Source: an optimization exercise on an open RTL-to-GDS flow (aim: small area). Production flows keep margins and buffers that such runs may drop.
Where RTL was checked, it was by simulation tests only, not by an equivalence proof against the original.
Power and IR drop assume default switching activity.

==> job 7867: inputs <==
==> flow/design.v <==
module meas_comp
#(
parameter C_IWIDTH = 20
)
(
input       [C_IWIDTH-1:0]  I_comp1,
input       [C_IWIDTH-1:0]  I_comp2,
output                      O_res
);
assign O_res = I_comp1 > I_comp2;
endmodule
module meas_mux
#(
parameter C_INUM = 48,
parameter C_IDWIDTH = 20,
parameter C_ISWIDTH = 6
)
(
input           [C_INUM*C_IDWIDTH-1:0]  I_data,
input           [C_ISWIDTH-1:0]         I_sel,
output          [C_IDWIDTH-1:0]         O_data
);
assign O_data = I_data[C_IDWIDTH * I_sel +: C_IDWIDTH];
endmodule
module meas_osc
#(
parameter C_DWIDTH = 20,
parameter C_LWIDTH = 6
)
(
input                     I_clk,
input                     I_osc,
input                     I_rst,     
input                     I_snap,    
input                     I_clr_hi,
output [C_DWIDTH-1:0]     O_data
);
reg S_gated_d;
reg [C_LWIDTH-1:0] S_live;
reg [C_LWIDTH-1:0] S_lo;
reg [C_DWIDTH-C_LWIDTH-1:0] S_hi;
wire gated_osc = I_rst & I_osc;
wire S_edge = gated_osc & ~S_gated_d;
wire [C_LWIDTH:0] S_live_n = S_live + S_edge;
always @(posedge I_clk) begin
    S_gated_d <= gated_osc;
    S_live <= I_rst ? S_live_n[C_LWIDTH-1:0] : {C_LWIDTH{1'b0}};
    if (I_snap)
        S_lo <= S_live;
    if (I_clr_hi)
        S_hi <= 0;
    else
        S_hi <= S_hi + S_live_n[C_LWIDTH];
end
assign O_data = {S_hi, S_lo};
endmodule
module meas
#(
parameter C_IOSCNUM = 48,
parameter C_IOSCDWIDTH = 20,
parameter C_OIDWIDTH = 24,
parameter C_MEMDATAWIDTH = 8,
parameter C_MEMADDRWIDTH = 10
)
(
input                               I_osc_rst,
input       [C_IOSCNUM-1:0]         I_osc,
input                               I_sclk,
input       [C_MEMDATAWIDTH-1:0]    I_mem_data,
output      [C_MEMADDRWIDTH-1:0]    O_mem_addr,
output reg  [C_OIDWIDTH-1:0]        O_prim_id,
output reg                          O_id_v
);
wire [C_IOSCNUM*C_IOSCDWIDTH-1:0] S_osc_data;
wire [C_IOSCDWIDTH-1:0] S_mux_data;
reg [5:0] S_addr;
reg [1:0] S_sub;
wire S_done = S_addr[5] & S_addr[4] & (S_sub == 2'd0);
always @(posedge I_sclk) begin
    if (!I_osc_rst) begin
        S_addr <= 0;
        S_sub <= 0;
        O_id_v <= 0;
    end else if (!S_done) begin
        if (S_addr[0] | (S_sub == 2'd1))
            S_addr <= S_addr + 1'b1;
        if (!S_addr[0])
            S_sub <= S_sub + 1'b1;
    end else begin
        O_id_v <= 1;
    end
end
assign O_mem_addr = {{(C_MEMADDRWIDTH-6){1'b0}}, S_addr};
reg S_osc_rst_d;
always @(posedge I_sclk) begin
    S_osc_rst_d <= I_osc_rst;
end
wire S_snap = S_osc_rst_d & ~I_osc_rst;
wire S_clr_hi = ~O_id_v & (S_snap | (I_osc_rst & S_done));
genvar i;
for (i = 0; i < C_IOSCNUM; i = i + 1) begin: gen_meas_osc
    meas_osc #(.C_DWIDTH(C_IOSCDWIDTH)) m(
        .I_clk(I_sclk),
        .I_osc(I_osc[i]),
        .I_rst(I_osc_rst),
        .I_snap(S_snap),
        .I_clr_hi(S_clr_hi),
        .O_data(S_osc_data[i*C_IOSCDWIDTH +: C_IOSCDWIDTH])
    );
end
meas_mux #(.C_INUM(C_IOSCNUM), .C_IDWIDTH(C_IOSCDWIDTH), .C_ISWIDTH(6)) mux(
    .I_data(S_osc_data),
    .I_sel(I_mem_data[5:0]),
    .O_data(S_mux_data)
);
reg [C_IOSCDWIDTH-1:0] S_first;
always @(posedge I_sclk) begin
    S_first <= S_mux_data;
end
wire S_comp;
meas_comp #(.C_IWIDTH(C_IOSCDWIDTH)) comp(
    .I_comp1(S_first),
    .I_comp2(S_mux_data),
    .O_res(S_comp)
);
always @(posedge I_sclk) begin
    if (S_addr[0])
        O_prim_id <= {O_prim_id[C_OIDWIDTH-2:0], S_comp};
end
endmodule
module control
#(
parameter MODE_BITS = 3,
parameter MEAS_COUNT = 20
)
(
input                               I_clk,
input [MODE_BITS-1:0]               I_mode,
input                               I_start,
input                               I_en,
input                               I_meas_v,
output reg                          O_meas_rst,
output reg                          O_enc_en,
output reg                          O_enc_start,
input                               I_enc_ready,
output reg                          O_dec_en,
output reg                          O_dec_start,
input                               I_dec_ready,
output reg                          O_ready
);
localparam ENCODE = 1;
localparam DECODE = 2;
reg S_start_d;
always @(posedge I_clk) begin
    if (!I_en) begin
        S_start_d <= 0;
    end else begin
        S_start_d <= I_start;
    end
end
reg S_start_up;
always @(posedge I_clk) begin
    if (!I_en) begin
        S_start_up <= 0;
    end else if (S_start_d == 0 && I_start == 1) begin
        S_start_up <= 1;
    end else begin
        S_start_up <= 0;
    end
end
reg [MEAS_COUNT-1:0] S_meas_rst_count;
always @(posedge I_clk) begin
    if (!I_en) begin
        S_meas_rst_count <= 0;
    end else if (S_start_up) begin
        S_meas_rst_count <= 0;
    end else begin
        S_meas_rst_count <= S_meas_rst_count + 1;
    end
end
always @(posedge I_clk) begin
    if (!I_en) begin
        O_meas_rst <= 1;
    end else if (S_start_up || (&S_meas_rst_count)) begin
        O_meas_rst <= 0;
    end else begin
        O_meas_rst <= 1;
    end
end
reg S_meas_fin;
always @(posedge I_clk) begin
    if (!I_en) begin
        S_meas_fin <= 0;
    end else if (!O_meas_rst) begin
        S_meas_fin <= 0;
    end else if (I_meas_v) begin
        S_meas_fin <= 1;
    end
end
reg start_mode_begin;
always @(posedge I_clk) begin
    if (!I_en) begin
        O_enc_en <= 0;
        O_dec_en <= 0;
        start_mode_begin <= 0;
    end else if (S_meas_fin) begin
        if (I_mode == ENCODE) begin
            O_enc_en <= 1;
        end else if (I_mode == DECODE) begin
            O_dec_en <= 1;
        end
        start_mode_begin <= 1;
    end else begin
        O_dec_en <= 0;
        O_enc_en <= 0;
        start_mode_begin <= 0;
    end
end
always @(posedge I_clk) begin
    if (!I_en) begin
        O_enc_start <= 0;
        O_dec_start <= 0;
    end else if (start_mode_begin) begin
        if (I_mode == ENCODE) begin
            O_enc_start <= 1;
        end else if (I_mode == DECODE) begin
            O_dec_start <= 1;
        end
    end else begin
        O_enc_start <= 0;
        O_dec_start <= 0;
    end
end
always @(posedge I_clk) begin
    if (!I_en) begin
        O_ready <= 0;
    end else if (!S_meas_fin) begin
        O_ready <= 0;
    end else if (I_enc_ready || I_dec_ready) begin
        O_ready <= 1;
    end
end
endmodule
module bpuf_core
(
input           clk,
input           en,
input           start,
input  [2:0]    mode,
input  [47:0]   osc,
input  [7:0]    mem_data,
input           enc_ready,
input           dec_ready,
output [9:0]    mem_addr,
output [23:0]   prim_id,
output          id_v,
output          enc_en,
output          enc_start,
output          dec_en,
output          dec_start,
output          ready
);
wire meas_rst;
control #(.MODE_BITS(3), .MEAS_COUNT(20)) u_con (
    .I_clk(clk),
    .I_mode(mode),
    .I_start(start),
    .I_en(en),
    .I_meas_v(id_v),
    .O_meas_rst(meas_rst),
    .O_enc_en(enc_en),
    .O_enc_start(enc_start),
    .I_enc_ready(enc_ready),
    .O_dec_en(dec_en),
    .O_dec_start(dec_start),
    .I_dec_ready(dec_ready),
    .O_ready(ready)
);
meas #(.C_IOSCNUM(48), .C_IOSCDWIDTH(20), .C_OIDWIDTH(24),
    .C_MEMDATAWIDTH(8), .C_MEMADDRWIDTH(10)) u_meas (
    .I_osc_rst(meas_rst),
    .I_osc(osc),
    .I_sclk(clk),
    .I_mem_data(mem_data),
    .O_mem_addr(mem_addr),
    .O_prim_id(prim_id),
    .O_id_v(id_v)
);
endmodule
==> flow/run.sh <==
#!/bin/bash
# synth_recipe.tcl (not shown) runs the flow's synth.tcl, then flattens the netlist and writes it again
# the make line also repeats each setting of config.mk as NAME=value (left out here)
make -C /OpenROAD-flow-scripts/flow DESIGN_CONFIG=/design/flow/config.mk WORK_HOME=/design/flow/orfs CLKGATE_MAP_FILE= SYNTH_SCRIPT=/design/flow/synth_recipe.tcl finish
==> flow/config.mk <==
export PLATFORM = sky130hd
export DESIGN_NAME = bpuf_core
export DESIGN_NICKNAME = bpuf_core
export VERILOG_FILES = /design/flow/design.v
export SDC_FILE = /design/flow/constraint.sdc
export NUM_CORES = 8
export LEC_CHECK = 0
export CAP_MARGIN = 40
export CORE_MARGIN = 2
export CORE_UTILIZATION = 40
export CTS_BUF_LIST = sky130_fd_sc_hd__clkbuf_4
export PLACE_DENSITY = 0.6
export SLEW_MARGIN = 20
==> flow/constraint.sdc <==
create_clock -name core_clock -period 10.0 [get_ports {clk}]
set_input_delay 2.0000 -clock core_clock [delete_from_list [all_inputs] [get_ports {clk}]]
set_output_delay 2.0000 -clock core_clock [all_outputs]
set_load 0.01 [all_outputs]
==> job 3850: changes against job 7867 <==
--- a/flow/design.v
+++ b/flow/design.v
@@ -20,39 +20,96 @@
 input           [C_ISWIDTH-1:0]         I_sel,
 output          [C_IDWIDTH-1:0]         O_data
 );
-assign O_data = I_data[C_IDWIDTH * I_sel +: C_IDWIDTH];
+wire [C_INUM-1:0] S_onehot;
+meas_dec #(.C_INUM(C_INUM), .C_ISWIDTH(C_ISWIDTH)) dec(
+    .I_sel(I_sel),
+    .O_onehot(S_onehot)
+);
+meas_andor #(.C_INUM(C_INUM), .C_IDWIDTH(C_IDWIDTH)) andor(
+    .I_data(I_data),
+    .I_onehot(S_onehot),
+    .O_data(O_data)
+);
+endmodule
+module meas_dec
+#(
+parameter C_INUM = 48,
+parameter C_ISWIDTH = 6
+)
+(
+input           [C_ISWIDTH-1:0]         I_sel,
+output          [C_INUM-1:0]            O_onehot
+);
+genvar i;
+for (i = 0; i < C_INUM; i = i + 1) begin: gen_dec
+    assign O_onehot[i] = (I_sel == i);
+end
+endmodule
+module meas_andor
+#(
+parameter C_INUM = 48,
+parameter C_IDWIDTH = 20
+)
+(
+input           [C_INUM*C_IDWIDTH-1:0]  I_data,
+input           [C_INUM-1:0]            I_onehot,
+output reg      [C_IDWIDTH-1:0]         O_data
+);
+integer i;
+always @(*) begin
+    O_data = {C_IDWIDTH{1'b0}};
+    for (i = 0; i < C_INUM; i = i + 1)
+        O_data = O_data | ({C_IDWIDTH{I_onehot[i]}} & I_data[i*C_IDWIDTH +: C_IDWIDTH]);
+end
 endmodule
 module meas_osc
 #(
-parameter C_DWIDTH = 20,
-parameter C_LWIDTH = 6
+parameter C_L = 6,       
+parameter C_R = 2,       
+parameter C_P = 7        
 )
 (
 input                     I_clk,
 input                     I_osc,
 input                     I_rst,     
 input                     I_snap,    
-input                     I_clr_hi,
-output [C_DWIDTH-1:0]     O_data
+input                     I_take,    
+input                     I_last,    
+input                     I_keep,    
+output [C_R*C_P-1:0]      O_ring,    
+output                    O_c,
+output [C_L:0]            O_lo
 );
 reg S_gated_d;
-reg [C_LWIDTH-1:0] S_live;
-reg [C_LWIDTH-1:0] S_lo;
-reg [C_DWIDTH-C_LWIDTH-1:0] S_hi;
+reg [C_L:0] S_live;
+reg [C_L:0] S_lo;
+reg [C_R*C_P-1:0] S_ring;
+reg S_c;
 wire gated_osc = I_rst & I_osc;
-wire S_edge = gated_osc & ~S_gated_d;
-wire [C_LWIDTH:0] S_live_n = S_live + S_edge;
+wire [C_L:0] S_t;
+assign S_t[0] = gated_osc & ~S_gated_d;
+genvar j;
+for (j = 0; j < C_L; j = j + 1) begin: gen_live
+    assign S_t[j+1] = S_t[j] & S_live[j];
+end
+wire [C_R:0] S_tc;
+assign S_tc[0] = S_c;
+for (j = 0; j < C_R; j = j + 1) begin: gen_tap
+    assign S_tc[j+1] = S_tc[j] & S_ring[j];
+end
+wire [C_R-1:0] S_digit = {C_R{I_keep}} & (S_ring[C_R-1:0] ^ S_tc[C_R-1:0]);
 always @(posedge I_clk) begin
     S_gated_d <= gated_osc;
-    S_live <= I_rst ? S_live_n[C_LWIDTH-1:0] : {C_LWIDTH{1'b0}};
+    S_live[C_L-1:0] <= {C_L{I_rst}} & (S_live[C_L-1:0] ^ S_t[C_L-1:0]);
+    S_live[C_L] <= I_rst & (S_t[C_L] | (S_live[C_L] & ~I_take));
     if (I_snap)
         S_lo <= S_live;
-    if (I_clr_hi)
-        S_hi <= 0;
-    else
-        S_hi <= S_hi + S_live_n[C_LWIDTH];
+    S_ring <= {S_digit, S_ring[C_R*C_P-1:C_R]};
+    S_c <= I_last ? (S_live[C_L] & I_take) : (S_tc[C_R] & I_keep);
 end
-assign O_data = {S_hi, S_lo};
+assign O_ring = S_ring;
+assign O_c = S_c;
+assign O_lo = S_lo;
 endmodule
 module meas
 #(
@@ -71,8 +128,11 @@
 output reg  [C_OIDWIDTH-1:0]        O_prim_id,
 output reg                          O_id_v
 );
-wire [C_IOSCNUM*C_IOSCDWIDTH-1:0] S_osc_data;
-wire [C_IOSCDWIDTH-1:0] S_mux_data;
+localparam C_L = 6;
+localparam C_R = 2;
+localparam C_P = 7;
+localparam C_H = C_R * C_P;              
+localparam C_W = C_L + 1 + 1 + C_H;      
 reg [5:0] S_addr;
 reg [1:0] S_sub;
 wire S_done = S_addr[5] & S_addr[4] & (S_sub == 2'd0);
@@ -96,31 +156,64 @@
     S_osc_rst_d <= I_osc_rst;
 end
 wire S_snap = S_osc_rst_d & ~I_osc_rst;
-wire S_clr_hi = ~O_id_v & (S_snap | (I_osc_rst & S_done));
+reg [2:0] S_phase;
+always @(posedge I_sclk) begin
+    S_phase <= (S_phase == C_P - 1) ? 3'd0 : S_phase + 1'b1;
+end
+wire S_last = (S_phase == C_P - 1);
+reg [2:0] S_clr_cnt;
+wire S_clearing = (S_clr_cnt != 0);
+wire S_xfer = I_osc_rst & S_done & ~O_id_v;
+wire S_zero_snap = S_snap & ~(O_id_v & ~S_clearing);
+always @(posedge I_sclk) begin
+    if (S_xfer | S_zero_snap)
+        S_clr_cnt <= C_P;
+    else if (S_clearing)
+        S_clr_cnt <= S_clr_cnt - 1'b1;
+end
+reg S_zero;
+always @(posedge I_sclk) begin
+    if (S_snap)
+        S_zero <= S_zero_snap;
+end
+wire S_take = S_last & ~S_clearing & I_osc_rst;
+wire [C_IOSCNUM*C_W-1:0] S_osc_data;
 genvar i;
 for (i = 0; i < C_IOSCNUM; i = i + 1) begin: gen_meas_osc
-    meas_osc #(.C_DWIDTH(C_IOSCDWIDTH)) m(
+    meas_osc #(.C_L(C_L), .C_R(C_R), .C_P(C_P)) m(
         .I_clk(I_sclk),
         .I_osc(I_osc[i]),
         .I_rst(I_osc_rst),
         .I_snap(S_snap),
-        .I_clr_hi(S_clr_hi),
-        .O_data(S_osc_data[i*C_IOSCDWIDTH +: C_IOSCDWIDTH])
+        .I_take(S_take),
+        .I_last(S_last),
+        .I_keep(~S_clearing),
+        .O_ring(S_osc_data[i*C_W +: C_H]),
+        .O_c(S_osc_data[i*C_W + C_H]),
+        .O_lo(S_osc_data[i*C_W + C_H + 1 +: C_L + 1])
     );
 end
-meas_mux #(.C_INUM(C_IOSCNUM), .C_IDWIDTH(C_IOSCDWIDTH), .C_ISWIDTH(6)) mux(
+wire [C_W-1:0] S_mux_data;
+meas_mux #(.C_INUM(C_IOSCNUM), .C_IDWIDTH(C_W), .C_ISWIDTH(6)) mux(
     .I_data(S_osc_data),
     .I_sel(I_mem_data[5:0]),
     .O_data(S_mux_data)
 );
+wire [C_IOSCDWIDTH-1:0] S_value;
+meas_value #(.C_L(C_L), .C_R(C_R), .C_P(C_P), .C_DWIDTH(C_IOSCDWIDTH)) value(
+    .I_data(S_mux_data),
+    .I_phase(S_phase),
+    .I_zero(S_zero),
+    .O_value(S_value)
+);
 reg [C_IOSCDWIDTH-1:0] S_first;
 always @(posedge I_sclk) begin
-    S_first <= S_mux_data;
+    S_first <= S_value;
 end
 wire S_comp;
 meas_comp #(.C_IWIDTH(C_IOSCDWIDTH)) comp(
     .I_comp1(S_first),
-    .I_comp2(S_mux_data),
+    .I_comp2(S_value),
     .O_res(S_comp)
 );
 always @(posedge I_sclk) begin
@@ -128,6 +221,53 @@
         O_prim_id <= {O_prim_id[C_OIDWIDTH-2:0], S_comp};
 end
 endmodule
+module meas_value
+#(
+parameter C_L = 6,
+parameter C_R = 2,
+parameter C_P = 7,
+parameter C_DWIDTH = 20
+)
+(
+input       [C_L+1+C_R*C_P:0]   I_data,      
+input       [2:0]               I_phase,
+input                           I_zero,
+output      [C_DWIDTH-1:0]      O_value
+);
+localparam C_H = C_R * C_P;
+wire [C_H-1:0] S_ring = I_data[C_H-1:0];
+wire S_c = I_data[C_H];
+wire [C_L:0] S_lo = I_data[C_H+1 +: C_L + 1];
+wire [C_P-1:0] S_ph;
+genvar k;
+for (k = 0; k < C_P; k = k + 1) begin: gen_ph
+    assign S_ph[k] = (I_phase == k) & ~I_zero;
+end
+reg [C_H-1:0] S_hi;
+integer d, p;
+always @(*) begin
+    S_hi = 0;
+    for (p = 0; p < C_P; p = p + 1)
+        for (d = 0; d < C_P; d = d + 1)
+            S_hi[d*C_R +: C_R] = S_hi[d*C_R +: C_R] |
+                ({C_R{S_ph[p]}} & S_ring[((d + C_P - p) % C_P)*C_R +: C_R]);
+end
+wire [C_H:0] S_t;
+wire [C_H-1:0] S_sum;
+genvar j;
+for (j = 0; j < C_H; j = j + 1) begin: gen_inc
+    if (j % C_R == 0) begin: g_in
+        wire S_cin = (j == 0 ? S_lo[C_L] : S_t[j]) | (S_c & S_ph[j / C_R]);
+        assign S_sum[j] = S_hi[j] ^ S_cin;
+        assign S_t[j+1] = S_hi[j] & S_cin;
+    end else begin: g_mid
+        assign S_sum[j] = S_hi[j] ^ S_t[j];
+        assign S_t[j+1] = S_hi[j] & S_t[j];
+    end
+end
+assign S_t[0] = 1'b0;
+assign O_value = {{(C_DWIDTH-C_H-C_L){1'b0}}, S_sum, S_lo[C_L-1:0]};
+endmodule
 module control
 #(
 parameter MODE_BITS = 3,
==> flow/flow/run.sh (new file) <==
#!/bin/bash
# Standard ORFS flow, with CTS that inserts no dummy loads and small port buffers.
set -e
export CTS_ARGS="-sink_clustering_enable -repair_clock_nets -dont_use_dummy_load -sink_clustering_size 30 -sink_clustering_max_diameter 80 -buf_list sky130_fd_sc_hd__clkbuf_16"
export BUFFER_PORTS_ARGS="-buffer_cell sky130_fd_sc_hd__buf_1"
bash standard.sh > standard.log 2>&1
==> flow/standard.sh (new file) <==
#!/bin/bash
# synth_recipe.tcl (not shown) runs the flow's synth.tcl, then flattens the netlist and writes it again
# the make line also repeats each setting of config.mk as NAME=value (left out here)
make -C /OpenROAD-flow-scripts/flow DESIGN_CONFIG=/design/flow/config.mk WORK_HOME=/design/flow/orfs CLKGATE_MAP_FILE= SYNTH_SCRIPT=/design/flow/synth_recipe.tcl "${@:-finish}"
CTS_BUF_LIST = not set   (was sky130_fd_sc_hd__clkbuf_4)
SYNTH_HIERARCHICAL = 1   (was not set)
SYNTH_MINIMUM_KEEP_SIZE = 0   (was not set)
removed: flow/run.sh
==> job 2904: changes against job 7867 <==
CORE_UTILIZATION = 65   (was 40)
CTS_BUF_LIST = sky130_fd_sc_hd__clkbuf_8   (was sky130_fd_sc_hd__clkbuf_4)
CTS_CLUSTER_SIZE = 24   (was not set)
PLACE_DENSITY = 0.8   (was 0.6)
==> job 3769: changes against job 7867 <==
CTS_BUF_LIST = not set   (was sky130_fd_sc_hd__clkbuf_4)
==> comparison <==
Worst hold slack: job 3850 < job 7867 < job 2904 < job 3769. Synthesized cell count is the same in job 2904 and job 7867. Clock skew, lowest first: job 3769, job 2904, job 3850, job 7867. First-iteration DRC count: job 2904 > job 3850 > job 7867 > job 3769. Maximum frequency: job 3769 is larger than job 3850 (about 50%). In combinational power, job 3769 and job 2904 hardly differ. Synthesized area: job 3850 is smaller than job 3769 (11%). The lowest clock-buffer cell count belongs to job 3850, the highest to job 7867.
Only the layout flow was run in job 3850; the RTL was not checked for function there.

## port drivers added, routing unchanged
In the flow no input, the clock included, has a driving cell. The finished layouts below were timed again as built, in two steps.
Step 1 (the two cells are an assumption about what drives the block):
set clk [get_ports {clk}]
set_driving_cell -lib_cell sky130_fd_sc_hd__clkbuf_16 $clk
set_driving_cell -lib_cell sky130_fd_sc_hd__buf_2 [delete_from_list [all_inputs] $clk]
Step 2 adds t to the input delays and takes it off the output delays; t is the mean of the earliest and latest rising clock arrival at the registers after step 1. Input paths then give back, and output paths get back, about the clock's delay inside the block.
a / b / c = ideal ports / drivers / drivers and shift; a / b = the first two.
| run | shift t [ns] | setup slack, ns | worst data-port slew with drivers (ns) |
|---|---|---|---|
| job 7867 | 1.304 | 4.230 / 4.241 / 2.938 | 0.13 |
| job 3850 | 0.728 | 0.443 / 0.489 / -0.239 | 0.19 |
| job 2904 | 0.959 | 4.014 / 4.019 / 3.060 | 0.06 |
| job 3769 | 0.839 | 3.695 / 3.713 / 2.873 | 0.14 |
With both steps, setup timing fails in job 3850, where it was met with ideal ports. For job 7867, which loses most, drivers alone change the setup slack by +0.011 ns; drivers and shift together by -1.292 ns.
